Source: an optimization exercise on an open RTL-to-GDS flow (aim: small area). Production flows keep margins and buffers that such runs may drop. Where RTL was checked, it was by simulation tests only, not by an equivalence proof against the original. No functional check of the RTL was part of run 2. The clock cells of runs 2 to 5 come from the design's own scripts or RTL, not from TritonCTS. The clock port is modelled as an ideal driver, which makes a skipped or thinned clock tree look cheaper than it is; a real chip needs a root buffer or a tree. No activity file was given, so power comes from the tool's default toggle rates.

### config.mk
export PLATFORM = sky130hd
export DESIGN_NAME = breakout
export DESIGN_NICKNAME = breakout
export VERILOG_FILES = /design/flow/design.v
export SDC_FILE = /design/flow/constraint.sdc
export NUM_CORES = 4
export LEC_CHECK = 0
export CAP_MARGIN = 20
export CORE_MARGIN = 2
export CORE_UTILIZATION = 60
export SLEW_MARGIN = 20
### constraint.sdc
create_clock -name core_clock -period 20.0 [get_ports {clk}]
set_input_delay 4.0000 -clock core_clock [delete_from_list [all_inputs] [get_ports {clk}]]
set_output_delay 4.0000 -clock core_clock [all_outputs]
set_load 0.01 [all_outputs]
### design.v
module paddle_control(
	input            clk,
	input            en,        
	input            resetn,
	input      [1:0] go,
	input      [8:0] ball_x,
	input      [7:0] ball_y,
	output reg [2:0] PADDLE_HIT,  
	output reg       draw,
	output reg [7:0] pos_half
	);
	wire rst = ~resetn;
	wire run = en & resetn;
	wire at_left = pos_half[7:3] == 5'd0 && pos_half[1:0] == 2'd0;
	wire at_right = pos_half[7] & pos_half[3] & pos_half[2];
	wire up = go[0] & (~go[1] | at_left) & ~at_right;
	wire dn = go[1] & (~go[0] | at_right) & ~at_left;
	wire [7:0] moved = pos_half + {{7{dn & en}}, (up | dn) & en};
	wire [8:0] d8 = {1'b0, ball_x[8:1]} - {1'b0, pos_half};
	wire hit = ball_y[7:2] == 6'b110111 && !d8[8] && (d8[7:4] == 4'd0 || (d8[7:0] == 8'd16 && !ball_x[0]));
	wire [2:0] ph = hit ? d8[4:2] : 3'd6;
	always @(posedge clk) begin
		pos_half <= rst ? 8'd76 : moved;    
		draw <= rst | (run & (go[0] | go[1])) | (~en & draw);
		PADDLE_HIT <= ({3{en}} & ph) | ({3{~en}} & PADDLE_HIT);
	end
endmodule
module ball_control(
	input            clk,
	input            en,         
	input            tick,       
	input            reset,      
	input      [2:0] PADDLE_HIT,
	output reg [8:0] x,
	output reg [7:0] y,
	output reg       BRICK_HIT,
	output reg [1:0] brick       
	);
	localparam LEFT_UP = 3'd0, UP_LEFT = 3'd1, UP_RIGHT = 3'd2, RIGHT_UP = 3'd3,
	           LEFT_DOWN = 3'd4, DOWN_LEFT = 3'd5, DOWN_RIGHT = 3'd6, RIGHT_DOWN = 3'd7;
	reg [3:0] dcode;
	reg [2:0] dir;
	reg [1:0] wall;
	reg [2:0] status;
	wire [2:0] dk = dcode[2:0];
	wire [8:0] d_x = dcode[3] ? 9'd0 :
	                 (dk[1:0] == 2'b00) ? -9'd2 :
	                 (dk[1:0] == 2'b01) ? -9'd1 :
	                 (dk[1:0] == 2'b10) ?  9'd1 : 9'd2;
	wire       big_y = dk[0] ^ dk[1];
	wire [7:0] d_y = dcode[3] ? 8'd0 :
	                 dk[2] ? (big_y ? 8'd2 : 8'd1) : (big_y ? -8'd2 : -8'd1);
	wire row_b = y >= 8'd60 && y <= 8'd64;
	wire in1 = row_b && x >= 9'd100 && x <= 9'd132 && status[0];
	wire in2 = row_b && x >= 9'd150 && x <= 9'd182 && status[1];
	wire in3 = row_b && x >= 9'd200 && x <= 9'd232 && status[2];
	wire inb = in1 | in2 | in3;
	wire [8:0] off = x - (in1 ? 9'd100 : in2 ? 9'd150 : 9'd200);
	wire [2:0] q = off[5:3];
	wire up = ~dir[2];
	wire [2:0] brick_dir = {q[2] ^ up, q[1:0]};
	reg [2:0] dir_n;
	reg [3:0] dcode_n;
	always @* begin
		dir_n = dir;
		dcode_n = {1'b0, dir};
		if (!reset) begin
			dir_n = UP_RIGHT;
			dcode_n = {1'b0, UP_RIGHT};
		end
		if (inb) dir_n = brick_dir;
		if (reset && !(PADDLE_HIT[2] & PADDLE_HIT[1])) dir_n = PADDLE_HIT;
		if (reset) case (wall)
			2'd1: case (dir)
				LEFT_UP:   begin dir_n = RIGHT_UP;   dcode_n = {1'b0, RIGHT_UP}; end
				UP_LEFT:   begin dir_n = UP_RIGHT;   dcode_n = {1'b0, UP_RIGHT}; end
				LEFT_DOWN: begin dir_n = RIGHT_DOWN; dcode_n = {1'b0, RIGHT_DOWN}; end
				DOWN_LEFT: begin dir_n = DOWN_RIGHT; dcode_n = {1'b0, DOWN_RIGHT}; end
				default: ;
			endcase
			2'd2: case (dir)
				LEFT_UP:  begin dir_n = LEFT_DOWN;  dcode_n = {1'b0, LEFT_DOWN}; end
				UP_LEFT:  begin dir_n = DOWN_LEFT;  dcode_n = {1'b0, DOWN_LEFT}; end
				RIGHT_UP: begin dir_n = RIGHT_DOWN; dcode_n = {1'b0, RIGHT_DOWN}; end
				UP_RIGHT: begin dir_n = DOWN_RIGHT; dcode_n = {1'b0, DOWN_RIGHT}; end
				default: ;
			endcase
			2'd3: case (dir)
				RIGHT_UP:   begin dir_n = LEFT_UP;   dcode_n = {1'b0, LEFT_UP}; end
				UP_RIGHT:   begin dir_n = UP_LEFT;   dcode_n = {1'b0, UP_LEFT}; end
				RIGHT_DOWN: begin dir_n = LEFT_DOWN; dcode_n = {1'b0, LEFT_DOWN}; end
				DOWN_RIGHT: begin dir_n = DOWN_LEFT; dcode_n = {1'b0, LEFT_DOWN}; end
				default: ;
			endcase
			default: ;
		endcase
		if (y >= 8'd235 && y <= 8'd240) dcode_n = {1'b1, dcode_n[2:0]};
	end
	wire [2:0] status_n = (reset ? status : 3'b111) & ~({3{en}} & {in3, in2, in1});
	wire [1:0] brick_n = in1 ? 2'd1 : in2 ? 2'd2 : in3 ? 2'd3 : 2'd0;
	wire [8:0] x_n = reset ? x + ({9{tick}} & d_x) : 9'd160;
	wire [7:0] y_n = reset ? y + ({8{tick}} & d_y) : 8'd218;
	wire [1:0] wall_n = !reset ? 2'd0 : (x <= 9'd12) ? 2'd1 : (y <= 8'd20) ? 2'd2 : (x >= 9'd308) ? 2'd3 : 2'd0;
	always @(posedge clk) begin
		dir <= ({3{en}} & dir_n) | ({3{~en}} & dir);
		dcode <= ({4{en}} & dcode_n) | ({4{~en}} & dcode);
		BRICK_HIT <= (en & inb) | (~en & BRICK_HIT);
		status <= status_n;
		brick <= ({2{en & inb}} & brick_n) | ({2{~(en & inb)}} & brick);
		x <= x_n;
		y <= y_n;
		wall <= ({2{en}} & wall_n) | ({2{~en}} & wall);
	end
endmodule
module new_draw(
	input            clk,
	input            reset,
	input      [7:0] paddle_half,
	input            p_draw,
	input      [8:0] ball_x,
	input      [7:0] ball_y,
	input            fps,
	input            BRICK_HIT,
	input      [1:0] brick,
	output reg [8:0] x,
	output reg [7:0] y,
	output reg [2:0] color,
	output reg       wren
	);
	localparam [8:0] PCE = 9'd0, BE = 9'd1, BE1 = 9'd2, BD = 9'd3, BD1 = 9'd4, BCE = 9'd5,
		WAIT = 9'd6,
		INIT = 9'd64, LW = 9'd65, LWF = 9'd66, TW = 9'd67, TWF = 9'd68, RW = 9'd69,
		RWF = 9'd70, DB = 9'd71, BR = 9'd72, BF = 9'd73,
		BES = 9'd127, BEE = 9'd255, PES = 9'd319, PDS = 9'd384, PD0 = 9'd448;
	reg [8:0] cs, ns;
	reg [7:0] cp;
	reg [8:0] cbx;
	reg [7:0] cby;
	reg pass2;
	reg paddle_draw, ball_draw, brick_hit;
	reg [8:0] lo;
	reg [6:0] pdp;
	reg [1:0] hx;
	wire [8:0] hi = {hx, pdp};
	wire rst = ~reset;
	wire g_s  = ~cs[8] & ~cs[7] & ~cs[6];            
	wire i_s  = ~cs[8] & ~cs[7] &  cs[6] & ~cs[5];   
	wire s_pce  = g_s & cs[2:0] == 3'd0;
	wire s_be   = g_s & cs[2:0] == 3'd1;
	wire s_be1  = g_s & cs[2:0] == 3'd2;
	wire s_bd   = g_s & cs[2:0] == 3'd3;
	wire s_bd1  = g_s & cs[2:0] == 3'd4;
	wire s_bce  = g_s & cs[2:0] == 3'd5;
	wire s_wait = g_s & cs[2:1] == 2'd3;
	wire s_bes  = ~cs[8] & ~cs[7] & cs[6] & cs[5];
	wire s_cr   = i_s & ~cs[3] & ~cs[0];                         
	wire s_wall = i_s & ~cs[3] & cs[0] & ~(cs[2] & cs[1]);       
	wire s_tw   = s_wall & cs[1];
	wire s_rw   = s_wall & cs[2];
	wire s_db   = i_s & ~cs[3] & cs[2] & cs[1] & cs[0];
	wire s_br   = i_s & cs[3] & ~cs[0];
	wire s_bf   = i_s & cs[3] & cs[0];
	wire s_berx = ~cs[8] & cs[7];              
	wire s_bee  = s_berx & (&cs[6:0]);
	wire s_ber  = s_berx & ~(&cs[6:0]);
	wire s_pes  = cs[8] & ~cs[7] & ~cs[6];
	wire s_pe   = cs[8] & ~cs[7] &  cs[6];
	wire s_pds  = cs[8] &  cs[7] & ~cs[6];
	wire s_pd   = cs[8] &  cs[7] &  cs[6];
	wire lo_wrap = s_tw ? (lo[8] && lo[5:0] == 6'b111111) : (lo[2:0] == 3'b111);
	wire lr_end = hi == 9'd479 && lo[2];                       
	wire tw_end = hi[3:0] == 4'b1111 && lo[8] && lo[5:2] == 4'b1111;  
	wire br_end = lo[7:2] == 6'b111111;                        
	wire hold = (s_wall & (s_tw ? ~tw_end : ~lr_end)) | (s_br & ~br_end);
	reg [8:0] f;
	always @* begin
		f = cs + {8'd0, ~hold};
		if (s_pce) f = ball_draw ? BE : WAIT;
		if (s_bce) f = brick_hit ? BES : WAIT;
		if (s_wait) f = ball_draw ? BE : (paddle_draw ? PES : WAIT);
		if (s_bee) f = paddle_draw ? PES : WAIT;
		if (s_pds) f = PD0;
		if (s_bf) f = pass2 ? WAIT : DB;
	end
	always @(posedge clk) begin
		ns <= f;
		cs <= reset ? ns : INIT;
	end
	wire w_wall = s_wall;
	wire w_pad  = s_pe | s_pd;
	wire w_ball = s_be1 | s_bd1;
	wire w_brk  = (s_br & ~pass2) | s_ber;
	wire inc    = s_wall | s_br | s_be1 | s_bd1 | s_pe | s_pd | s_ber;    
	wire keep   = ~(w_wall | w_pad | w_ball | w_brk);
	reg [8:0] bx;
	always @* case (s_br ? 2'd2 : brick)
		2'd1: bx = 9'd100;
		2'd2: bx = 9'd150;
		default: bx = 9'd200;
	endcase
	wire [8:0] x_wall = s_rw ? 9'd320 - lo[2:0] : lo;
	wire [8:0] x_pad  = {cp + {4'd0, pdp[4:1]}, pdp[0]};
	wire [8:0] x_brk  = bx + lo[4:0];
	wire [7:0] y_brk  = 8'd60 + lo[8:5];
	wire [8:0] x_new = ({9{w_wall}} & x_wall) | ({9{w_pad}} & x_pad) | ({9{w_ball}} & cbx) | ({9{w_brk}} & x_brk);
	wire [7:0] y_new = ({8{w_wall}} & hi[7:0]) | ({8{w_pad}} & {6'b110111, pdp[6:5]}) | ({8{w_ball}} & cby) | ({8{w_brk}} & y_brk);
	wire [2:0] c_new = {w_wall | (w_brk & s_br), w_brk & s_br | s_bd1, s_pd};
	wire cnt_clr = s_cr;
	wire lo_clr  = s_cr | s_db | s_bes;
	wire pdp_clr = s_cr | s_pes | s_pds;
	wire lo_zero = lo_clr | (inc & s_wall & lo_wrap);
	wire cin = inc & (s_wall ? lo_wrap : 1'b1);
	wire [7:0] pdp_inc = {1'b0, pdp} + cin;
	wire [1:0] hx_inc = hx + (s_wall & pdp_inc[7]);
	wire wren_set = s_db | s_be | s_pes | s_ber;
	wire wren_clr = s_wait | s_bf;
	always @(posedge clk) begin
		x <= {9{~rst}} & (x_new | ({9{keep}} & x));
		y <= {8{~rst}} & (y_new | ({8{keep}} & y));
		color <= {3{~rst}} & (c_new | ({3{keep}} & color));
		wren <= rst | wren_set | (~wren_clr & wren);
		lo <= {9{~lo_zero}} & (lo + {8'd0, inc});
		pdp <= {7{~pdp_clr}} & pdp_inc[6:0];
		hx <= {2{~cnt_clr}} & hx_inc;
		cp <= ({8{rst}} & 8'd76) | ({8{reset & s_pds}} & paddle_half) | ({8{reset & ~s_pds}} & cp);
		cbx <= ({9{rst}} & 9'd160) | ({9{reset & s_bd}} & ball_x) | ({9{reset & ~s_bd}} & cbx);
		cby <= ({8{rst}} & 8'd218) | ({8{reset & s_bd}} & ball_y) | ({8{reset & ~s_bd}} & cby);
		pass2 <= reset & (pass2 | (s_db & ~wren));
		ball_draw <= ~s_bce & (fps | ball_draw);
		brick_hit <= ~s_bee & reset & (BRICK_HIT | brick_hit);
		paddle_draw <= (s_wait & p_draw) | (~s_wait & ~s_pce & paddle_draw);
	end
endmodule
`timescale 1ns / 1ns
module breakout
	(
		input         clk,
		input         resetn,        
		input  [1:0]  go,            
		input         paddle_tick,
		input         ball_tick,
		output [8:0]  x,
		output [7:0]  y,
		output [2:0]  colour,
		output        plot
	);
	wire draw_paddle;
	wire [7:0] paddle_half;
	wire [8:0] ball_x;
	wire [7:0] ball_y;
	wire [2:0] BALL_HIT;
	wire BRICK_HIT;
	wire [1:0] brick;
	wire fps_clock = paddle_tick | ~resetn;
	wire thirty_clock = ball_tick | ~resetn;
	paddle_control PC(.clk(clk), .en(fps_clock), .resetn(resetn), .go(go), .ball_x(ball_x), .ball_y(ball_y),
		.draw(draw_paddle), .pos_half(paddle_half), .PADDLE_HIT(BALL_HIT));
	ball_control BC(.clk(clk), .en(thirty_clock), .tick(ball_tick), .reset(resetn), .x(ball_x), .y(ball_y),
		.PADDLE_HIT(BALL_HIT), .BRICK_HIT(BRICK_HIT), .brick(brick));
	new_draw ND(.clk(clk), .reset(resetn), .paddle_half(paddle_half), .p_draw(draw_paddle),
		.ball_x(ball_x), .ball_y(ball_y), .x(x), .y(y), .color(colour), .wren(plot),
		.fps(thirty_clock), .BRICK_HIT(BRICK_HIT), .brick(brick));
endmodule
### flow/run.sh
#!/bin/bash
# Own layout flow: the standard ORFS flow (standard.sh), with
#  - synthesis: ORFS's synth.tcl unchanged except that full adders are not
#    extracted and ABC maps with an area-oriented script (flow/abc_area.script);
#    the Yosys passes before ABC, the flip-flop mapping, the flattening and the
#    renaming are the standard ones, so the registers are the same. The
#    flip-flops then get the instance names of the standard synthesis (run
#    first, matched by the register on the Q pin; flow/match_regs.py), since
#    its automatic names depend on the number of cells ABC made before them;
#  - clock tree: no dummy loads, smaller clock buffers (CTS_ARGS);
#  - port buffers: the smallest buffer (BUFFER_PORTS_ARGS).
# Each tool's output goes to a log file in the work folder.
set -euo pipefail
W=$PWD
F=$W/flow
R=$W/orfs/results/$FLOW_PLATFORM/breakout/base

# the standard synthesis, for the flip-flop names
bash "$W/standard.sh" synth > "$W/std_synth.log" 2>&1
cp "$R/1_2_yosys.v" "$W/std_1_2_yosys.v"
rm -rf "$W/orfs"

# own synthesis script
sed -e '/^  extract_fa /d' \
    -e 's|^  log_cmd abc {\*}\$abc_args|  set abc_args [lreplace $abc_args 1 1 '"$F"'/abc_area.script]\n  log_cmd abc {*}$abc_args|' \
    "$FLOW_HOME/scripts/synth.tcl" > "$W/own_synth_core.tcl"
grep -q 'abc_area.script' "$W/own_synth_core.tcl"
! grep -q '^  extract_fa ' "$W/own_synth_core.tcl"
sed -e 's|source \$::env(SCRIPTS_DIR)/synth.tcl|source '"$W"'/own_synth_core.tcl|' "$W/synth_recipe.tcl" > "$W/own_synth.tcl"
grep -q own_synth_core "$W/own_synth.tcl"
sed -E 's|SYNTH_SCRIPT=[^ ]+|SYNTH_SCRIPT='"$W"'/own_synth.tcl|' "$W/standard.sh" > "$W/own_standard.sh"
grep -q 'own_synth.tcl' "$W/own_standard.sh"

bash "$W/own_standard.sh" synth > "$W/synth.log" 2>&1
python3 "$F/match_regs.py" "$W/std_1_2_yosys.v" "$R/1_2_yosys.v" > "$W/match_regs.log" 2>&1
rm -f "$R/1_synth.odb" "$R/1_synth.sdc"

# rest of the layout, the standard flow
export CTS_ARGS="-sink_clustering_enable -repair_clock_nets -dont_use_dummy_load -buf_list sky130_fd_sc_hd__clkbuf_8 -root_buf sky130_fd_sc_hd__clkbuf_8"
export BUFFER_PORTS_ARGS="-buffer_cell sky130_fd_sc_hd__buf_1"
bash "$W/standard.sh" > "$W/layout.log" 2>&1
test -s "$W/out/final.def"
### flow/abc_area.script
strash
&get -n
&deepsyn -T 60
&put
dch -f
amap
topo
### flow/match_regs.py
#!/usr/bin/env python3
"""Give the flip-flops of a netlist the instance names that the standard
synthesis gave them: a flip-flop is matched by the net on its Q pin (the
register's name in the RTL). Other instances whose names would clash are
renamed. Usage: match_regs.py REFERENCE.v NETLIST.v (NETLIST.v is rewritten)."""
import re
import sys

INST = re.compile(r'^(\s*)(sky130_fd_sc_hd__\w+)\s+(\\\S+|[A-Za-z_][\w$]*)(\s*\()\s*$')
PIN = re.compile(r'^\s*\.(\w+)\((.*)\),?\s*$')


def base(cell):
    return re.sub(r'_\d+$', '', cell)


def parse(lines):
    """instances: list of [line index, cell, name, {pin: net}]"""
    insts = []
    cur = None
    for i, line in enumerate(lines):
        m = INST.match(line)
        if m:
            cur = [i, m.group(2), m.group(3), {}]
            insts.append(cur)
            continue
        if cur is not None:
            p = PIN.match(line)
            if p:
                cur[3][p.group(1)] = p.group(2).strip()
            if line.strip().startswith(');'):
                cur = None
    return insts


def flops(insts):
    return [x for x in insts if 'CLK' in x[3] and 'Q' in x[3]]


def main():
    ref_lines = open(sys.argv[1]).read().split('\n')
    lines = open(sys.argv[2]).read().split('\n')
    ref = flops(parse(ref_lines))
    insts = parse(lines)
    mine = flops(insts)
    by_q = {}
    for x in ref:
        assert x[3]['Q'] not in by_q, 'two reference flip-flops drive ' + x[3]['Q']
        by_q[x[3]['Q']] = x
    assert len(ref) == len(mine), 'flip-flop count %d != reference %d' % (len(mine), len(ref))
    new_name = {}
    for x in mine:
        r = by_q.get(x[3]['Q'])
        assert r is not None, 'no reference flip-flop drives ' + x[3]['Q']
        assert base(r[1]) == base(x[1]), 'cell type %s != reference %s for %s' % (x[1], r[1], x[3]['Q'])
        new_name[x[0]] = r[2]
    targets = set(new_name.values())
    assert len(targets) == len(mine)
    used = set(x[2] for x in insts) | targets
    n = 0
    renamed = 0
    for x in insts:
        if x[0] in new_name:
            continue
        if x[2] in targets:
            while True:
                cand = 'own_cell_%d' % n
                n += 1
                if cand not in used:
                    break
            used.add(cand)
            new_name[x[0]] = cand
    for i, name in new_name.items():
        m = INST.match(lines[i])
        if m.group(3) != name:
            renamed += 1
        sep = ' ' if name.startswith('\\') else ''
        lines[i] = '%s%s %s%s%s' % (m.group(1), m.group(2), name, sep, m.group(4))
    open(sys.argv[2], 'w').write('\n'.join(lines))
    print('%d flip-flops matched, %d instances renamed' % (len(mine), renamed))


main()
### standard.sh
#!/bin/bash
# synth_recipe.tcl (not shown) runs the flow's synth.tcl, then flattens the netlist and writes it again
# the make line also repeats each setting of config.mk as NAME=value (left out here)
make -C /OpenROAD-flow-scripts/flow DESIGN_CONFIG=/design/flow/config.mk WORK_HOME=/design/flow/orfs CLKGATE_MAP_FILE= SYNTH_SCRIPT=/design/flow/synth_recipe.tcl "${@:-finish}"
==> results.cfg, run 1 <==
[global_routing]
grt_start_max_net_pins = 45
gr-total-overflow = 0
grt_pass1_vias = 5474
grt_pass1_wl_mm = 26.7
grt_antenna_before_repair = 0
grt_usage = 0.317

[yosys]
async_flop_share = 0
synth-edff-count = 15
synth-compound-area-share = 0.265
synth-simple-area-share = 0.208
yosys_warnings = 3
ys_ff_latch = 130
netlist_area_mm2 = 0.00594
ys.flop_type = dfxtp_1
synth.area.mux_share = 0
synth_xor_xnor_area_share = 0
yosysSeqAreaShare = 0.463
syn_inst = 751
synth_top_family_by_area = compound AO/OA/AOI/OAI gates
synth_fp_nets = 757
synth_cell_type_count = 44
synth_adder_area_share = 0
avgSynthCellArea_um2 = 7.91

[finish]
nNetsFinal = 804
antenna_cells = 0
layout-drive-gt1-share = 0.0239
stdcell_count = 929
syn2layout_area_growth_pct = 8.64

[sta]
tns_ps = 0
setup_viol = 0
finalCritPeriodShare = 0.322
clock_skew_ps = 29.3
grt_setup_unrepaired = no
slew_headroom = 0.285
tightest_slew_ps = 1060
max_freq_mhz = 155
post-route-min-period_ps = 6450
hold_violations = 0
whs_ps = 440
slew_violations = 0

[power]
p_sw_mw = 0.161
power_frac_comb = 0.156
p_per_area_mw_per_mm2 = 84.4
intPower_mw = 0.384
switching_share = 0.295
clkPwrFrac = 0.295
vdd_drop_max_uv = 61.3
p_seq_frac = 0.548
p_leak_nw = 2.13

[route]
wl_per_cell_um = 17.9
wirelength_mm = 16.6
drtAntennaViolNets = 0
routed_via_density = 6.32
drt-initial-drc-count = 450
route.detailed.drc = 0
vias = 5867
drt_pass1_iterations = 5

[setup_path]
crit_type = in -> reg
critPathLaunchType = input pin
r2r_cells = 17
critical_path_arrival_ps = 6840
endpoint_kind = flop
crit_fanout = 23
required_ps = 20390

[clock_tree]
clkSinkCount = 130
clk_transition_reported_paths_ps = 80
clk_latency_ps = 460
htreeDepth = 4
numCtsBuffers = 17
cts_tree = done
root_buffer = clkbuf_8
ctsResizeCount = 0
cts_setup_buffers = 0
hold_buffers = 0
clock_path_buffers = 2

[placed_design]
placed_cells = 912
dp_hpwl_mm = 12.2
place_congestion = 0.948
port_buffers = 26

[status]
status = complete, no violations

[floorplanning]
die_height_um = 104
die_width_um = 104
start_util = 0.613
placementRows = 36
ios = 27
die_area_mm2 = 0.0107
coreArea_mm2 = 0.00968

[run]
drv_cap = 0

[worst_hold_path]
hold_depth = 1
hp-class = reg -> reg
==> through the flow <==
| step | setup slack [ps] | utilization | instance area, um2 | power (mW) |
|---|---|---|---|---|
| 2_1_floorplan | 13410 | - | 5940 | 0.359 |
| 3_3_place_gp | 13410 | 0.642 | 6220 | 0.385 |
| 3_5_place_dp | 13150 | 0.642 | 6220 | 0.387 |
| 4_1_cts | 13610 | 0.666 | 6450 | 0.543 |
| 5_1_grt | 13280 | 0.666 | 6450 | 0.569 |
| 6_report | 13550 | 0.666 | 6450 | 0.545 |
==> worst paths after layout <==
path / endpoint / from / slack, ps
setup / recovery: ND.cby[3] / resetn / 13550
hold / removal: ND.cs[2] / ND.ns[2] / 440
setup reg to reg: ND.x[3] / ND.cs[2] / 16270
hold reg to reg: ND.cs[2] / ND.ns[2] / 440
==> worst max-delay path: stages <==
cell and delay (ps):
buf_1 60, buf_4 290, clkinv_1 140, or2_0 280, nor3_1 740, clkinv_1 610, nand2_1 480, nor2_1 80
a21oi_1 140
==> placed cells by master, fill, tap and decap left out, types with 3 or more instances in the layout <==
cell	netlist	final
a2111o_1	3	3
a2111oi_0	6	6
a211oi_1	26	26
a21oi_1	45	45
a221o_1	3	3
a221oi_1	8	8
a222oi_1	6	6
a22oi_1	4	4
a311oi_1	4	4
a31oi_1	3	3
buf_1	0	26
clkbuf_8	0	17
clkinv_1	102	102
dfxtp_1	115	115
edfxtp_1	15	15
nand2_1	51	51
nand3_1	13	13
nand4_1	3	3
nor2_1	144	144
nor2b_1	10	10
nor3_1	36	36
nor4_1	4	4
o211ai_1	6	6
o21a_1	6	6
o21ai_0	60	60
o221ai_1	14	14
o22a_1	4	4
o22ai_1	20	20
o31ai_1	4	4
o32ai_1	3	3
or2_0	11	11
or3_1	5	5
==> synth_stat cells (2+ instances only) <==
master	count	area [um2]
nor2_1	144	541
dfxtp_1	115	2300
clkinv_1	102	383
o21ai_0	60	300
nand2_1	51	191
a21oi_1	45	225
nor3_1	36	180
a211oi_1	26	195
o22ai_1	20	125
edfxtp_1	15	450
o221ai_1	14	123
nand3_1	13	65.1
or2_0	11	68.8
nor2b_1	10	62.6
a221oi_1	8	70.1
a2111oi_0	6	52.6
a222oi_1	6	60.1
o211ai_1	6	45.0
o21a_1	6	45.0
or3_1	5	31.3
a22oi_1	4	30.0
a311oi_1	4	35.0
nor4_1	4	25.0
o22a_1	4	35.0
o31ai_1	4	30.0
a2111o_1	3	33.8
a221o_1	3	30.0
a31oi_1	3	18.8
nand4_1	3	18.8
o32ai_1	3	26.3
nand2b_1	2	12.5
o41ai_1	2	17.5
or4_1	2	15.0
==> metal layers <==
layer  track usage  share of wire  vias to the layer above
met5             0              0                        -
met3        0.0806          0.073                       60
met4         0.169          0.043                        0
li1              -              -                     2812
met2         0.516           0.47                      302
met1         0.388           0.41                     2693
==> cells by family (layout without fill, tap and decap cells) <==
family	count (synthesis)	after routing
compound gates	235	235
buf+inv	102	147
flops	130	130
simple gates	284	284
==> cell type report <==
cell class	instances	area [um2]
Tap cell	133	166
Fill cell	858	3230
Timing Repair Buffer	28	113
Multi-Input combinational cell	519	2810
Clock buffer	17	234
Sequential cell	130	2750
Inverter	102	383
==> power groups by stage <==
| stage | registers, mW | logic [mW] | clock network [mW] |
|---|---|---|---|
| final | 0.299 | 0.0852 | 0.161 |
| after global routing | 0.301 | 0.0945 | 0.174 |
| after CTS | 0.298 | 0.0835 | 0.162 |
| after detailed placement | 0.304 | 0.0830 | 0 |
| after global placement | 0.303 | 0.0814 | 0 |
| after floorplan | 0.300 | 0.0588 | 0 |
==> inputs of run 2 (changes only) <==
--- a/design.v
+++ b/design.v
@@ -137,5 +137,4 @@
 	reg [8:0] cbx;
 	reg [7:0] cby;
-	reg pass2;
 	reg paddle_draw, ball_draw, brick_hit;
 	reg [8:0] lo;
@@ -143,4 +142,5 @@
 	reg [1:0] hx;
 	wire [8:0] hi = {hx, pdp};
+	wire pass2 = hx[0];
 	wire rst = ~reset;
 	wire g_s  = ~cs[8] & ~cs[7] & ~cs[6];            
@@ -222,9 +222,8 @@
 		lo <= {9{~lo_zero}} & (lo + {8'd0, inc});
 		pdp <= {7{~pdp_clr}} & pdp_inc[6:0];
-		hx <= {2{~cnt_clr}} & hx_inc;
+		hx <= {2{~cnt_clr}} & {hx_inc[1], hx_inc[0] | (s_db & ~wren)};
 		cp <= ({8{rst}} & 8'd76) | ({8{reset & s_pds}} & paddle_half) | ({8{reset & ~s_pds}} & cp);
 		cbx <= ({9{rst}} & 9'd160) | ({9{reset & s_bd}} & ball_x) | ({9{reset & ~s_bd}} & cbx);
 		cby <= ({8{rst}} & 8'd218) | ({8{reset & s_bd}} & ball_y) | ({8{reset & ~s_bd}} & cby);
-		pass2 <= reset & (pass2 | (s_db & ~wren));
 		ball_draw <= ~s_bce & (fps | ball_draw);
 		brick_hit <= ~s_bee & reset & (BRICK_HIT | brick_hit);
--- a/flow/run.sh
+++ b/flow/run.sh
@@ -8,5 +8,7 @@
 #    first, matched by the register on the Q pin; flow/match_regs.py), since
 #    its automatic names depend on the number of cells ABC made before them;
-#  - clock tree: no dummy loads, smaller clock buffers (CTS_ARGS);
+#  - clock tree: a two-level tree of a few large clock buffers, each leaf
+#    buffer driving one cluster of flip-flops (flow/own_cts.tcl), in place of
+#    TritonCTS, which makes many small clusters;
 #  - port buffers: the smallest buffer (BUFFER_PORTS_ARGS).
 # Each tool's output goes to a log file in the work folder.
@@ -36,7 +38,15 @@
 rm -f "$R/1_synth.odb" "$R/1_synth.sdc"
 
+# placement, the standard flow
+export BUFFER_PORTS_ARGS="-buffer_cell sky130_fd_sc_hd__buf_1"
+bash "$W/standard.sh" place > "$W/place.log" 2>&1
+
+# clock tree
+OWN_RESULTS="$R" OWN_PLATFORM_DIR="$FLOW_HOME/platforms/$FLOW_PLATFORM" OWN_FLOW="$F" \
+OWN_CTS_LEAVES=5 OWN_CTS_LEAF_BUF=sky130_fd_sc_hd__clkbuf_16 OWN_CTS_TOPS=1 OWN_CTS_TOP_BUF=sky130_fd_sc_hd__clkbuf_8 \
+  openroad -no_init -exit "$F/own_cts.tcl" > "$W/own_cts.log" 2>&1
+test -s "$R/4_1_cts.odb"
+
 # rest of the layout, the standard flow
-export CTS_ARGS="-sink_clustering_enable -repair_clock_nets -dont_use_dummy_load -buf_list sky130_fd_sc_hd__clkbuf_8 -root_buf sky130_fd_sc_hd__clkbuf_8"
-export BUFFER_PORTS_ARGS="-buffer_cell sky130_fd_sc_hd__buf_1"
 bash "$W/standard.sh" > "$W/layout.log" 2>&1
 test -s "$W/out/final.def"
==> flow/own_cts.tcl (new file) <==
# Clock tree step in place of ORFS's CTS (TritonCTS): a two-level tree of
# clock buffers built by own_cts_tree.tcl, then the placement is legalized.
# Reads 3_place.odb/.sdc and writes 4_1_cts.odb and 4_cts.sdc like ORFS's step.
set R $::env(OWN_RESULTS)
set P $::env(OWN_PLATFORM_DIR)
read_lef $P/lef/sky130_fd_sc_hd.tlef
read_lef $P/lef/sky130_fd_sc_hd_merged.lef
read_liberty $P/lib/sky130_fd_sc_hd__tt_025C_1v80.lib
read_db $R/3_place.odb
read_sdc $R/3_place.sdc
source $P/setRC.tcl
source $::env(OWN_FLOW)/own_cts_tree.tcl
build_clock_tree $::env(OWN_CTS_LEAVES) $::env(OWN_CTS_LEAF_BUF) $::env(OWN_CTS_TOPS) $::env(OWN_CTS_TOP_BUF)
detailed_placement
check_placement -verbose
set_propagated_clock [all_clocks]
estimate_parasitics -placement
report_clock_skew
set worst 0
foreach pin [get_pins -hierarchical */CLK] { set s [get_property $pin slew_max]; if {$s > $worst} {set worst $s} }
puts "worst flip-flop clock pin slew (placement estimate): $worst"
report_worst_slack -min
report_worst_slack -max
unset_propagated_clock [all_clocks]
write_db $R/4_1_cts.odb
write_sdc -no_timestamp $R/4_cts.sdc
==> flow/own_cts_tree.tcl (new file) <==
proc cts_kmeans { pts K iters } {
  # pts: list of {x y}; returns list of cluster index per point (balanced)
  set n [llength $pts]
  set sorted {}
  set i 0
  foreach p $pts { lappend sorted [list $i [lindex $p 0] [lindex $p 1]]; incr i }
  set sorted [lsort -real -index 1 $sorted]
  set centers {}
  for {set k 0} {$k < $K} {incr k} {
    set s [lindex $sorted [expr {int(($k + 0.5) * $n / $K)}]]
    lappend centers [list [lindex $s 1] [lindex $s 2]]
  }
  set cap [expr {int(ceil(double($n) / $K))}]
  set asg {}
  for {set iter 0} {$iter < $iters} {incr iter} {
    set pairs {}
    set i 0
    foreach p $pts {
      set k 0
      foreach c $centers {
        lappend pairs [list [expr {abs([lindex $p 0] - [lindex $c 0]) + abs([lindex $p 1] - [lindex $c 1])}] $i $k]
        incr k
      }
      incr i
    }
    set pairs [lsort -real -index 0 $pairs]
    array unset a; array unset cnt
    for {set k 0} {$k < $K} {incr k} { set cnt($k) 0 }
    foreach p $pairs {
      set i [lindex $p 1]; set k [lindex $p 2]
      if {[info exists a($i)] || $cnt($k) >= $cap} continue
      set a($i) $k; incr cnt($k)
    }
    set asg {}
    for {set i 0} {$i < $n} {incr i} { lappend asg $a($i) }
    set newc {}
    for {set k 0} {$k < $K} {incr k} {
      set sx 0.0; set sy 0.0; set m 0
      for {set i 0} {$i < $n} {incr i} {
        if {[lindex $asg $i] == $k} { set p [lindex $pts $i]; set sx [expr {$sx + [lindex $p 0]}]; set sy [expr {$sy + [lindex $p 1]}]; incr m }
      }
      if {$m > 0} { lappend newc [list [expr {$sx / $m}] [expr {$sy / $m}]] } else { lappend newc [lindex $centers $k] }
    }
    set centers $newc
  }
  return [list $asg $centers]
}

proc cts_buffer { block master name x y innet } {
  set inst [odb::dbInst_create $block $master $name]
  set net [odb::dbNet_create $block "${name}_net"]
  $net setSigType CLOCK
  $inst setLocation [expr {int($x)}] [expr {int($y)}]
  $inst setPlacementStatus PLACED
  [$inst findITerm A] connect $innet
  [$inst findITerm X] connect $net
  return $net
}

proc build_clock_tree { nleaf leafmaster ntop topmaster } {
  set block [ord::get_db_block]
  set db [ord::get_db]
  set lm [$db findMaster $leafmaster]
  set tm [$db findMaster $topmaster]
  set clknet [$block findNet clk]
  set sinks {}
  set pts {}
  foreach it [$clknet getITerms] {
    set bb [[$it getInst] getBBox]
    lappend sinks $it
    lappend pts [list [expr {([$bb xMin] + [$bb xMax]) / 2.0}] [expr {([$bb yMin] + [$bb yMax]) / 2.0}]]
  }
  lassign [cts_kmeans $pts $nleaf 30] lasg lcent
  lassign [cts_kmeans $lcent $ntop 30] tasg tcent
  set topnets {}
  for {set t 0} {$t < $ntop} {incr t} {
    set c [lindex $tcent $t]
    lappend topnets [cts_buffer $block $tm "clkbuf_own_top_$t" [lindex $c 0] [lindex $c 1] $clknet]
  }
  for {set k 0} {$k < $nleaf} {incr k} {
    set c [lindex $lcent $k]
    set net [cts_buffer $block $lm "clkbuf_own_leaf_$k" [lindex $c 0] [lindex $c 1] [lindex $topnets [lindex $tasg $k]]]
    set m 0
    for {set i 0} {$i < [llength $sinks]} {incr i} {
      if {[lindex $lasg $i] == $k} {
        set it [lindex $sinks $i]
        $it disconnect
        $it connect $net
        incr m
      }
    }
    puts "leaf clock buffer $k: $m sinks, top buffer [lindex $tasg $k]"
  }
  $clknet setSigType CLOCK
}
==> results.cfg, run 2 <==
[global_routing]
grt_pass1_wl_mm = 27.7
grt_pass1_vias = 5400
grt_start_max_net_pins = 38
gr-total-overflow = 0
grt_usage = 0.308
grt_antenna_before_repair = 0

[setup_path]
critPathLaunchType = input pin
critical_path_arrival_ps = 6670
regToRegStartpoint = ND.cs[2]
required_ps = 20330
crit_fanout = 31
endpoint_kind = flop
critPathLaunch = resetn
crit_type = in -> reg

[placed_design]
port_buffers = 26
dp_hpwl_mm = 12.9
place_congestion = 0.989
placed_area_mm2 = 0.00629

[route]
wl_per_cell_um = 18.0
vias = 5886
routed_via_density = 6.22
drt-initial-drc-count = 555
drtAntennaViolNets = 0
route.detailed.drc = 0
drt_pass1_iterations = 5
wirelength_mm = 17.1

[yosys]
yosys_warnings = 3
ys.flop_type = dfxtp_1
syn_inst = 779
avgSynthCellArea_um2 = 7.70
yosys.area.top_type = dfxtp_1
synth-edff-count = 15
netlist.area_leader.share = 0.380
yosysSeqAreaShare = 0.455
netlist_area_mm2 = 0.00600
synth_cell_type_count = 41
yosys-top-cells-count = 129 x nor2_1, 128 x clkinv_1, 114 x dfxtp_1
async_flop_share = 0
synth_fp_nets = 785
synth_most_common_cell = nor2_1
ys_top_cells_by_area = dfxtp_1 38%, nor2_1 8.1%, clkinv_1 8.0%
ys_ff_latch = 129

[finish]
ff_latch_area_mm2 = 0.00273
nFillCells = 855
nNetsFinal = 822
antenna_cells = 0
final_cell_mix = 129 x nor2_1, 128 x clkinv_1, 114 x dfxtp_1
syn2layout_area_growth_pct = 7.09
multi_input_area_mm2 = 0.00279
final_common_cell = nor2_1
post-route-cell-area_mm2 = 0.00643
layout-drive-gt1-share = 0.0111

[sta]
hold_violations = 0
finalCritPeriodShare = 0.317
max_freq_mhz = 158
whs_ps = 437
tns_ps = 0
clock_skew_ps = 12.9
post-route-min-period_ps = 6340
tightest_slew_ps = 920
slew_violations = 0
setup_viol = 0
slew_headroom = 0.382
grt_setup_unrepaired = no

[floorplanning]
ios = 27
coreArea_mm2 = 0.00973
start_util = 0.617
placementRows = 36
die_area_mm2 = 0.0108
die_height_um = 104
die_width_um = 104

[power]
vdd_drop_max_uv = 50.0
p_leak_nw = 2.10
p_per_area_mw_per_mm2 = 71.1
power.total_mw = 0.457

[status]
status = complete, no violations

[worst_hold_path]
hold_start = ND.ns[5]
hp-class = reg -> reg

[run]
drv_cap = 0

[clock_tree]
clk_latency_ps = 400
clk_transition_reported_paths_ps = 110
==> run 2: path summary, 6_finish.rpt <==
| check | to | slack, ps | depth (start not counted) |
|---|---|---|---|
| worst min-delay path | ND.cs[5] | 440 | 1 |
| worst max-delay path | ND.cbx[7] | 13660 | 8 |
| worst max register to register | ND.x[5] | 15490 | 18 |
| worst min register to register | ND.cs[5] | 440 | 1 |
==> run 2: cell families (layout without fill, tap and decap cells) <==
family	count (synthesis)	after routing	share of synthesized area
and+or+nand+nor	270	270	0.196
AOI/OAI and AO/OA	252	252	0.269
DFF	129	129	0.455
buffers and inverters	128	163	0.0800
==> run 2: routing by layer <==
metal,wire length (um),GRT usage,vias up
li1,-,-,2861
met1,6970,0.397,2697
met2,8250,0.543,291
met3,1360,0.0426,37
met4,487,0.0801,0
met5,0,0,-
==> run 2: report_power, final <==
| group | internal, mW | switching, mW |
|---|---|---|
| Combinational | 0.0156 | 0.0335 |
| Clock | 0.0498 | 0.0783 |
| Sequential | 0.270 | 0.00949 |
| Total | 0.336 | 0.121 |
==> run 2: layout make-up <==
cell class                      instances  area share
Buffer                                  6      0.0216
Inverter                              128      0.0748
Multi-Input combinational cell        522       0.434
Timing Repair Buffer                   29      0.0187
Sequential cell                       129       0.425
Tap cell                              133      0.0259
==> run 2: through the flow <==
stage | util | cells | worst slack (ps)
2_1_floorplan | - | 779 | 13890
3_3_place_gp | 0.646 | 941 | 13420
3_5_place_dp | 0.646 | 941 | 13310
5_1_grt | 0.661 | 947 | 13270
6_report | 0.661 | 947 | 13660
==> run 2: worst max-delay path, cell delays in order <==
cell and delay, ps:
buf_1 60, buf_4 340, nand3_1 150, nor3_1 730, clkinv_1 630, nand2_1 530
nor2_1 90, a21oi_1 120
==> inputs of run 3 (changes only) <==
--- a/design.v
+++ b/design.v
@@ -223,7 +223,9 @@
 		pdp <= {7{~pdp_clr}} & pdp_inc[6:0];
 		hx <= {2{~cnt_clr}} & {hx_inc[1], hx_inc[0] | (s_db & ~wren)};
-		cp <= ({8{rst}} & 8'd76) | ({8{reset & s_pds}} & paddle_half) | ({8{reset & ~s_pds}} & cp);
-		cbx <= ({9{rst}} & 9'd160) | ({9{reset & s_bd}} & ball_x) | ({9{reset & ~s_bd}} & cbx);
-		cby <= ({8{rst}} & 8'd218) | ({8{reset & s_bd}} & ball_y) | ({8{reset & ~s_bd}} & cby);
+		if (rst | s_pds) cp <= paddle_half;
+		if (rst | s_bd) begin
+			cbx <= ball_x;
+			cby <= ball_y;
+		end
 		ball_draw <= ~s_bce & (fps | ball_draw);
 		brick_hit <= ~s_bee & reset & (BRICK_HIT | brick_hit);
--- a/flow/run.sh
+++ b/flow/run.sh
@@ -2,5 +2,6 @@
 # Own layout flow: the standard ORFS flow (standard.sh), with
 #  - synthesis: ORFS's synth.tcl unchanged except that full adders are not
-#    extracted and ABC maps with an area-oriented script (flow/abc_area.script);
+#    extracted and ABC maps with an area-oriented script (flow/abc_area.script),
+#    run from four seeds, keeping the smallest result;
 #    the Yosys passes before ABC, the flip-flop mapping, the flattening and the
 #    renaming are the standard ones, so the registers are the same. The
@@ -23,16 +24,32 @@
 rm -rf "$W/orfs"
 
-# own synthesis script
-sed -e '/^  extract_fa /d' \
-    -e 's|^  log_cmd abc {\*}\$abc_args|  set abc_args [lreplace $abc_args 1 1 '"$F"'/abc_area.script]\n  log_cmd abc {*}$abc_args|' \
-    "$FLOW_HOME/scripts/synth.tcl" > "$W/own_synth_core.tcl"
-grep -q 'abc_area.script' "$W/own_synth_core.tcl"
-! grep -q '^  extract_fa ' "$W/own_synth_core.tcl"
-sed -e 's|source \$::env(SCRIPTS_DIR)/synth.tcl|source '"$W"'/own_synth_core.tcl|' "$W/synth_recipe.tcl" > "$W/own_synth.tcl"
-grep -q own_synth_core "$W/own_synth.tcl"
-sed -E 's|SYNTH_SCRIPT=[^ ]+|SYNTH_SCRIPT='"$W"'/own_synth.tcl|' "$W/standard.sh" > "$W/own_standard.sh"
-grep -q 'own_synth.tcl' "$W/own_standard.sh"
-
-bash "$W/own_standard.sh" synth > "$W/synth.log" 2>&1
+# own synthesis, with ABC's deepsyn run from four seeds in parallel (each in
+# its own ORFS work folder); the smallest netlist is kept
+sed -E 's|SYNTH_SCRIPT=[^ ]+|SYNTH_SCRIPT='"$W"'/own_synth_SEED.tcl|; s|WORK_HOME=[^ ]+|WORK_HOME='"$W"'/orfs_SEED|' "$W/standard.sh" > "$W/own_standard.in"
+grep -q 'own_synth_SEED.tcl' "$W/own_standard.in"
+grep -q 'orfs_SEED' "$W/own_standard.in"
+SEEDS="1 2 3 4"
+for s in $SEEDS; do
+  sed -e "s|&deepsyn -T 60|\&deepsyn -T 60 -S $s|" "$F/abc_area.script" > "$W/abc_area_$s.script"
+  grep -q -- "-S $s" "$W/abc_area_$s.script"
+  sed -e '/^  extract_fa /d' \
+      -e 's|^  log_cmd abc {\*}\$abc_args|  set abc_args [lreplace $abc_args 1 1 '"$W"'/abc_area_'"$s"'.script]\n  log_cmd abc {*}$abc_args|' \
+      "$FLOW_HOME/scripts/synth.tcl" > "$W/own_synth_core_$s.tcl"
+  grep -q "abc_area_$s.script" "$W/own_synth_core_$s.tcl"
+  ! grep -q '^  extract_fa ' "$W/own_synth_core_$s.tcl"
+  sed -e 's|source \$::env(SCRIPTS_DIR)/synth.tcl|source '"$W"'/own_synth_core_'"$s"'.tcl|' "$W/synth_recipe.tcl" > "$W/own_synth_$s.tcl"
+  grep -q "own_synth_core_$s" "$W/own_synth_$s.tcl"
+  sed -e "s|SEED|$s|g" "$W/own_standard.in" > "$W/own_standard_$s.sh"
+  bash "$W/own_standard_$s.sh" synth > "$W/synth_$s.log" 2>&1 &
+done
+wait
+best=""
+for s in $SEEDS; do
+  a=$(awk '/Chip area for module/ {print $NF}' "$W/orfs_$s/reports/$FLOW_PLATFORM/breakout/base/synth_stat.txt")
+  echo "seed $s: area $a" >> "$W/synth_choice.log"
+  if [[ -z "$best" ]] || awk -v a="$a" -v b="$besta" 'BEGIN {exit !(a < b)}'; then best=$s; besta=$a; fi
+done
+echo "kept seed $best" >> "$W/synth_choice.log"
+mv "$W/orfs_$best" "$W/orfs"
 python3 "$F/match_regs.py" "$W/std_1_2_yosys.v" "$R/1_2_yosys.v" > "$W/match_regs.log" 2>&1
 rm -f "$R/1_synth.odb" "$R/1_synth.sdc"
--- a/config.mk
+++ b/config.mk
@@ -6,6 +6,6 @@
 export NUM_CORES = 4
 export LEC_CHECK = 0
-export CAP_MARGIN = 20
+export CAP_MARGIN = 0
 export CORE_MARGIN = 2
 export CORE_UTILIZATION = 60
-export SLEW_MARGIN = 20
+export SLEW_MARGIN = 0
==> results.cfg, run 3 <==
[setup_path]
crit_fanout = 28
required_ps = 20280
r2r_cells = 20
endpoint_kind = flop
critPathLaunch = resetn
cp_top_family = buffers and inverters
critPathMaxStageDelay_ps = 420
critPathBufInv = 5
regToRegStartpoint = ND.cs[2]
regToRegEndpoint = ND.hx[1]
rrSetupSlack_ps = 15470
crit_chain = buf_1 > buf_4 > clkinv_1 > buf_4 > nor2_1 > clkinv_1 > nor2_1 > a21oi_1
critical_path_arrival_ps = 6080
critPathSlowestCell = clkinv_1
critPathLaunchType = input pin
crit_type = in -> reg

[finish]
syn2layout_area_growth_pct = 7.44
nNetsFinal = 752
final_common_cell = nor2_1
antenna_cells = 0
final_cell_mix = 125 x nor2_1, 95 x clkinv_1, 89 x dfxtp_1
layout-drive-gt1-share = 0.0148

[status]
status = complete, no violations

[power]
p_leak_nw = 2.11
p_per_area_mw_per_mm2 = 71.8
power.total_mw = 0.456
vdd_drop_max_uv = 45.3

[yosys]
synth-edff-count = 40
netlist_area_mm2 = 0.00592
netlist.area_leader.share = 0.301
synth_most_common_cell = nor2_1
ys_ff_latch = 129
yosys.area.top_type = dfxtp_1
yosys_warnings = 3
ys_top_cells_by_area = dfxtp_1 30%, edfxtp_1 20%, nor2_1 7.9%
synth_fp_nets = 714
yosys-top-cells-count = 125 x nor2_1, 95 x clkinv_1, 89 x dfxtp_1
syn_inst = 708
ys.flop_type = dfxtp_1
synth_cell_type_count = 46
yosysSeqAreaShare = 0.504
async_flop_share = 0
avgSynthCellArea_um2 = 8.36

[placed_design]
port_buffers = 26
dp_hpwl_mm = 11.6
place_congestion = 0.939

[global_routing]
grt_pass1_wl_mm = 25.2
use_met2 = 0.521
gr-total-overflow = 0
grt_use_met3 = 0.0134
grt-busiest-layer = met2
grt_usage = 0.296
grt_use_met1 = 0.397
grt_start_max_net_pins = 29
grt_antenna_before_repair = 0
grt_pass1_vias = 5070

[sta]
setup_viol = 0
tightest_slew_ps = 648
hold_violations = 0
grt_setup_unrepaired = no
max_freq_mhz = 172
finalCritPeriodShare = 0.290
post-route-min-period_ps = 5800
slew_violations = 0
tns_ps = 0
clock_skew_ps = 11.9
slew_headroom = 0.567

[route]
drt_pass1_iterations = 5
vias = 5452
drtAntennaViolNets = 0
route.detailed.drc = 0
wirelength_mm = 15.5
drt-initial-drc-count = 323
routed_via_density = 6.22
wl_per_cell_um = 17.6

[floorplanning]
die_height_um = 103
coreArea_mm2 = 0.00968
die_width_um = 103
ios = 27
placementRows = 36
die_area_mm2 = 0.0107
start_util = 0.611

[clock_tree]
clk_latency_ps = 400
clk_transition_reported_paths_ps = 100

[worst_hold_path]
hp-class = reg -> reg
hold_depth = 1
worstHoldEndpoint = ND.cs[6]
hold_start = ND.ns[6]

[run]
drv_cap = 0
-- run 3: changes by cell type after synthesis, moves of 5 or more --
cell	change
dfxtp_1	-25
nand3_1	-8
o22a_1	-5
clkinv_1	-33
o22ai_1	-16
edfxtp_1	+25
nor3_1	-6
a21oi_1	-13
a31oi_1	-11
nand2_1	+12
-- run 3: worst max path at each step --
stage | to | slack [ps] | cells after the start
global placement | flop | 13850 | 6
finish | ND.ball_draw | 14200 | 8
floorplan | ND.y[4] | 14160 | 4
global route | ND.ball_draw | 13950 | 8
detailed placement | ND.ball_draw | 13770 | 8
-- run 3: cell families after synthesis --
logic type,synth area share
DFF,0.504
buffers and inverters,0.0602
and+or+nand+nor,0.192
AOI/OAI and AO/OA,0.244
-- run 3: per-layer routing --
layer / share of wire / wire length, um
met3: 0.058 / 891
met5: 0 / 0
met1: 0.43 / 6620
met2: 0.49 / 7530
met4: 0.028 / 434
-- run 3: metrics by stage --
step | hold WS, ps | util | cells | area, um2 | setup WS [ps]
after floorplan | 391 | - | 708 | 5920 | 14160
after global placement | 404 | 0.642 | 871 | 6220 | 13850
after detailed placement | 412 | 0.642 | 871 | 6220 | 13770
after global routing | 460 | 0.657 | 877 | 6360 | 13950
final | 435 | 0.657 | 877 | 6360 | 14200
-- run 3: report_power, final --
part	total, mW	internal, mW	leakage [nW]	switching, mW
sequential	0.291	0.280	1.10	0.0111
combinational	0.0383	0.0123	0.937	0.0260
clock	0.127	0.0498	0.0688	0.0769
-- run 3: final cells by class --
class                   count  area, um2
repair buffers             30        128
plain buffers               6        139
well taps                 133        166
flip-flops and latches    129       2980
fillers                   852       3320
inverters                  95        357
multi-input cells         484       2590
==> inputs of run 4 (changes only) <==
--- a/config.mk
+++ b/config.mk
@@ -6,6 +6,6 @@
 export NUM_CORES = 4
 export LEC_CHECK = 0
-export CAP_MARGIN = 0
+export CAP_MARGIN = 20
 export CORE_MARGIN = 2
 export CORE_UTILIZATION = 60
-export SLEW_MARGIN = 0
+export SLEW_MARGIN = 20
==> results.cfg, run 4 <==
[yosys]
yosys_warnings = 3
synth-compound-area-share = 0.237
synth.area.mux_share = 0
synth_adder_area_share = 0
ys_top_cells_by_area = dfxtp_1 30%, edfxtp_1 20%, nor2_1 8.2%
synth_most_common_cell = nor2_1
async_flop_share = 0
yosysSeqAreaShare = 0.503
synth_top_family_by_area = compound AO/OA/AOI/OAI gates
synth_fp_nets = 711
synth-edff-count = 40
netlist_area_mm2 = 0.00593
yosys-top-cells-count = 130 x nor2_1, 94 x clkinv_1, 89 x dfxtp_1
synth-simple-area-share = 0.199
ys_ff_latch = 129
yosys.area.top_type = dfxtp_1
avgSynthCellArea_um2 = 8.41
ys.flop_type = dfxtp_1
synth_xor_xnor_area_share = 0.00148
syn_inst = 705
synth_cell_type_count = 39
netlist.area_leader.share = 0.300

[sta]
tns_ps = 0
max_freq_mhz = 177
slew_headroom = 0.275
setup_viol = 0
hold_violations = 0
finalCritPeriodShare = 0.283
post-route-min-period_ps = 5660
whs_ps = 427
tightest_slew_ps = 1080
slew_violations = 0
setup_slack_ps = 14340
clock_skew_ps = 16.8
grt_setup_unrepaired = no

[setup_path]
critPathLaunchType = input pin
cp_common_cell = nor2_1
crit_type = in -> reg
required_ps = 20300
critPathMaxStageDelay_ps = 270
regToRegEndpoint = ND.lo[8]
crit_chain = buf_1 > nand2b_1 > a31oi_1 > o31ai_1 > nor3_1 > o22ai_1 > nor2_1 > o21ai_0 > clkinv_1 > o221ai_1 > nor2_1 > nor2_1 > a211oi_1
regToRegStartpoint = ND.cs[8]
crit_fanout = 4
cp_top_family = compound AO/OA/AOI/OAI gates
critical_path_arrival_ps = 5960
critPathSlowestCell = nor3_1
critPathBufInv = 2
endpoint_kind = flop
rrSetupSlack_ps = 15820
r2r_cells = 16

[global_routing]
grt_use_met1 = 0.425
grt-busiest-layer = met2
grt_pass1_wl_mm = 25.2
grt_start_max_net_pins = 59
grt_use_met3 = 0.0289
grt_antenna_before_repair = 0
use_met2 = 0.494
grt_usage = 0.301
gr-total-overflow = 0
grt_pass1_vias = 4905

[finish]
post-route-util = 0.658
antenna_cells = 0
final_cell_mix = 130 x nor2_1, 94 x clkinv_1, 89 x dfxtp_1
nFillCells = 821
layout-drive-gt1-share = 0.0162
nNetsFinal = 749
final_common_cell = nor2_1
syn2layout_area_growth_pct = 7.47

[floorplanning]
die_height_um = 103
start_util = 0.612
die_area_mm2 = 0.0107
die_width_um = 103
placementRows = 36
ios = 27
coreArea_mm2 = 0.00968

[placed_design]
port_buffers = 26
pre_cts_slack_ps = 13970
dp_hpwl_mm = 11.7
place_congestion = 0.946

[route]
wirelength_mm = 15.9
drt_pass1_iterations = 5
vias = 5425
routed_via_density = 6.21
drtAntennaViolNets = 0
drt-initial-drc-count = 370
wl_per_cell_um = 18.2
route.detailed.drc = 0

[status]
status = complete, no violations

[run]
drv_cap = 0

[worst_hold_path]
hold_start = ND.ns[6]
hold_depth = 1
worstHoldEndpoint = ND.cs[6]
hp-class = reg -> reg

[clock_tree]
clk_latency_ps = 400
clk_transition_reported_paths_ps = 110

[power]
p_leak_nw = 2.07
p_per_area_mw_per_mm2 = 80.7
power.total_mw = 0.514
vdd_drop_max_uv = 57.4
==> run 4: area by class of cell <==
type | count | area (um2) | area share
Buffer | 6 | 139 | 0.0218
Inverter | 94 | 353 | 0.0554
Multi-Input combinational cell | 482 | 2610 | 0.409
Sequential cell | 129 | 2980 | 0.468
Tap cell | 133 | 166 | 0.0261
Timing Repair Buffer | 30 | 128 | 0.0200
==> run 4: power breakdown <==
part / internal (mW) / total (mW) / switching, mW / leakage (nW)
Combinational: 0.0253 / 0.0772 / 0.0519 / 0.897
Clock: 0.0500 / 0.131 / 0.0806 / 0.0688
Sequential: 0.288 / 0.307 / 0.0182 / 1.10
==> run 4: layer usage <==
| metal | share of wire | routed length (um) |
|---|---|---|
| met4 | 0.030 | 478 |
| met3 | 0.076 | 1200 |
| met1 | 0.42 | 6750 |
| met5 | 0 | 0 |
| met2 | 0.47 | 7460 |
==> run 4: kinds of logic (layout without fill, tap and decap cells) <==
group / Yosys count / count (layout)
compound gates: 212 / 212
simple gates: 269 / 269
flops: 129 / 129
xor+xnor: 1 / 1
buf+inv: 94 / 130
==> run 4: how the worst max path moves through the flow <==
stage / startpoint / to / slack [ps] / cells past startpoint
finish: ball_tick / BC.x[8] / 14340 / 13
global route: ball_tick / BC.x[8] / 14150 / 13
floorplan: resetn / ND.ball_draw / 14120 / 4
global placement: resetn / flop / 14120 / 7
detailed placement: resetn / flop / 13970 / 7
==> run 4: stage by stage <==
stage	instances	cell area, um2
global placement	868	6230
global route	874	6370
floorplan	705	5930
detailed placement	868	6230
finish	874	6370
==> inputs of run 5 (changes only) <==
--- a/flow/run.sh
+++ b/flow/run.sh
@@ -61,5 +61,5 @@
 # clock tree
 OWN_RESULTS="$R" OWN_PLATFORM_DIR="$FLOW_HOME/platforms/$FLOW_PLATFORM" OWN_FLOW="$F" \
-OWN_CTS_LEAVES=5 OWN_CTS_LEAF_BUF=sky130_fd_sc_hd__clkbuf_16 OWN_CTS_TOPS=1 OWN_CTS_TOP_BUF=sky130_fd_sc_hd__clkbuf_8 \
+OWN_CTS_LEAVES=4 OWN_CTS_LEAF_BUF=sky130_fd_sc_hd__clkbuf_16 OWN_CTS_TOPS=1 OWN_CTS_TOP_BUF=sky130_fd_sc_hd__clkbuf_8 \
   openroad -no_init -exit "$F/own_cts.tcl" > "$W/own_cts.log" 2>&1
 test -s "$R/4_1_cts.odb"
--- a/config.mk
+++ b/config.mk
@@ -8,4 +8,4 @@
 export CAP_MARGIN = 20
 export CORE_MARGIN = 2
-export CORE_UTILIZATION = 60
+export CORE_UTILIZATION = 75
 export SLEW_MARGIN = 20
==> results.cfg, run 5 <==
[global_routing]
grt_antenna_before_repair = 0
grt_usage = 0.371
grt_pass1_wl_mm = 25.9
grt_pass1_vias = 5311
grt_start_max_net_pins = 59
gr-total-overflow = 0

[power]
intPower_mw = 0.355
power.total_mw = 0.498
p_leak_nw = 2.06
p_seq_frac = 0.615
p_per_area_mw_per_mm2 = 78.9
switching_share = 0.287
clkPwrFrac = 0.228
power_frac_comb = 0.158
vdd_drop_max_uv = 45.1
p_sw_mw = 0.143

[floorplanning]
coreArea_mm2 = 0.00769
start_util = 0.771
die_area_mm2 = 0.00864
die_height_um = 92.9
die_width_um = 92.9
ios = 27
placementRows = 32

[placed_design]
place_congestion = 1.03
dp_hpwl_mm = 11.4
port_buffers = 26
placed_cells = 837

[sta]
slew_headroom = 0.373
finalCritPeriodShare = 0.285
clock_skew_ps = 6.43
tightest_slew_ps = 933
max_freq_mhz = 176
grt_setup_unrepaired = no
slew_violations = 0
hold_violations = 0
setup_viol = 0
post-route-min-period_ps = 5690
tns_ps = 0

[setup_path]
required_ps = 20300
critPathLaunchType = input pin
critical_path_arrival_ps = 5990
crit_type = in -> reg
endpoint_kind = flop
crit_fanout = 4

[yosys]
ys.flop_type = dfxtp_1
synth_most_common_cell = nor2_1
syn_inst = 705
async_flop_share = 0
ys_ff_latch = 129
ys_top_cells_by_area = dfxtp_1 30%, edfxtp_1 20%, nor2_1 8.2%
netlist.area_leader.share = 0.300
avgSynthCellArea_um2 = 8.41
netlist_area_mm2 = 0.00593
synth_fp_nets = 711
yosysSeqAreaShare = 0.503
yosys_warnings = 3
synth_cell_type_count = 39
synth-edff-count = 40
yosys-top-cells-count = 130 x nor2_1, 94 x clkinv_1, 89 x dfxtp_1
yosys.area.top_type = dfxtp_1

[route]
drt_pass1_iterations = 9
vias = 5622
route.detailed.drc = 0
wl_per_cell_um = 18.7
wirelength_mm = 15.8
drt-initial-drc-count = 529
drtAntennaViolNets = 0
routed_via_density = 6.68

[run]
drv_cap = 0

[finish]
syn2layout_area_growth_pct = 6.39
nFillCells = 510
layout-drive-gt1-share = 0.0149
nNetsFinal = 748
antenna_cells = 0
final_cell_mix = 130 x nor2_1, 94 x clkinv_1, 89 x dfxtp_1
final_common_cell = nor2_1
stdcell_count = 842
post-route-util = 0.821

[clock_tree]
clk_transition_reported_paths_ps = 110
clk_latency_ps = 380

[status]
status = complete, no violations

[worst_hold_path]
hp-class = reg -> reg
==> run 5: changes by cell type in the layout (fill, tap and decap cells not counted) <==
cell	before	now
clkbuf_16	5	4
==> run 5: final timing paths <==
check	slack [ps]	from	to	cells after the start
worst min-delay path	430	ND.ns[6]	ND.cs[6]	1
worst max-delay path	14310	ball_tick	BC.x[8]	13
worst max register to register	15290	ND.cs[0]	ND.lo[8]	22
worst min register to register	430	ND.ns[6]	ND.cs[6]	1
==> run 5: power groups by stage <==
stage / sequential, mW / clock, mW / combinational [mW]
global route: 0.308 / 0.124 / 0.0861
floorplan: 0.307 / 0 / 0.0539
global placement: 0.310 / 0 / 0.0723
finish: 0.306 / 0.113 / 0.0784
detailed placement: 0.311 / 0 / 0.0754
==> run 5: cell families after synthesis <==
group                     synth area share
and+or+nand+nor                      0.199
AOI/OAI and AO/OA                    0.237
DFF                                  0.503
buffers and inverters               0.0595
xor gates and xnor gates           0.00148
==> run 5: cell type report <==
cell class              count  area [um2]  share of cell area
plain buffers               5         114              0.0180
flip-flops and latches    129        2980               0.473
inverters                  94         353              0.0559
repair buffers             30         128              0.0202
multi-input cells         482        2610               0.413
well taps                 102         128              0.0202
==> run 5: routing by layer <==
metal  vias to the layer above  share of wire  global-route usage
met4                         0          0.054               0.159
met3                        92          0.092              0.0391
li1                       2629              -                   -
met5                         -              0                   0
met2                       367           0.48               0.630
met1                      2534           0.38               0.485
==> run 5: critical path, cell delays in order <==
cell and delay (ps):
buf_1 100, nand2b_1 120, a31oi_1 160, o31ai_1 140, nor3_1 270, o22ai_1 170, nor2_1 190, o21ai_0 140
clkinv_1 100, o221ai_1 190, nor2_1 190, nor2_1 60, a211oi_1 170
==> run 5: metrics by stage <==
| stage | worst slack, ps | hold WS (ps) | instance area, um2 |
|---|---|---|---|
| floorplan | 14120 | 391 | 5930 |
| finish | 14310 | 426 | 6310 |
| global placement | 14140 | 399 | 6200 |
| global route | 14100 | 444 | 6310 |
| detailed placement | 13990 | 406 | 6200 |

[separate check: timing with driven ports]
The flow's constraints put no driver on any port. The routed layouts listed below were extracted and timed again, unchanged, in two steps.
Step 1 sets driving cells, clkbuf_16 on the clock port and buf_2 on the other inputs (assumed; they add their load-dependent delay and slew).
Step 2 times the ports against the registers' clock, not the clock port: input delays grow and output delays shrink by t, the midpoint of the rising clock arrivals with the driver on.
Slacks: ideal / step 1 / step 2; pairs: ideal / step 1.
run	t, ns	setup WS [ns]	clock arrival spread, ns
run 1	0.480	13.554 / 13.565 / 13.085	0.029 / 0.029
run 2	0.427	13.662 / 13.675 / 13.248	0.013 / 0.013
run 3	0.425	14.199 / 14.209 / 13.784	0.012 / 0.012
run 4	0.421	14.343 / 14.354 / 13.933	0.018 / 0.017
run 5	0.407	14.308 / 14.312 / 13.905	0.006 / 0.007
After both steps every run listed still meets setup and hold. For run 1, which loses most, drivers alone change the setup slack by +0.011 ns; drivers and shift together by -0.469 ns.
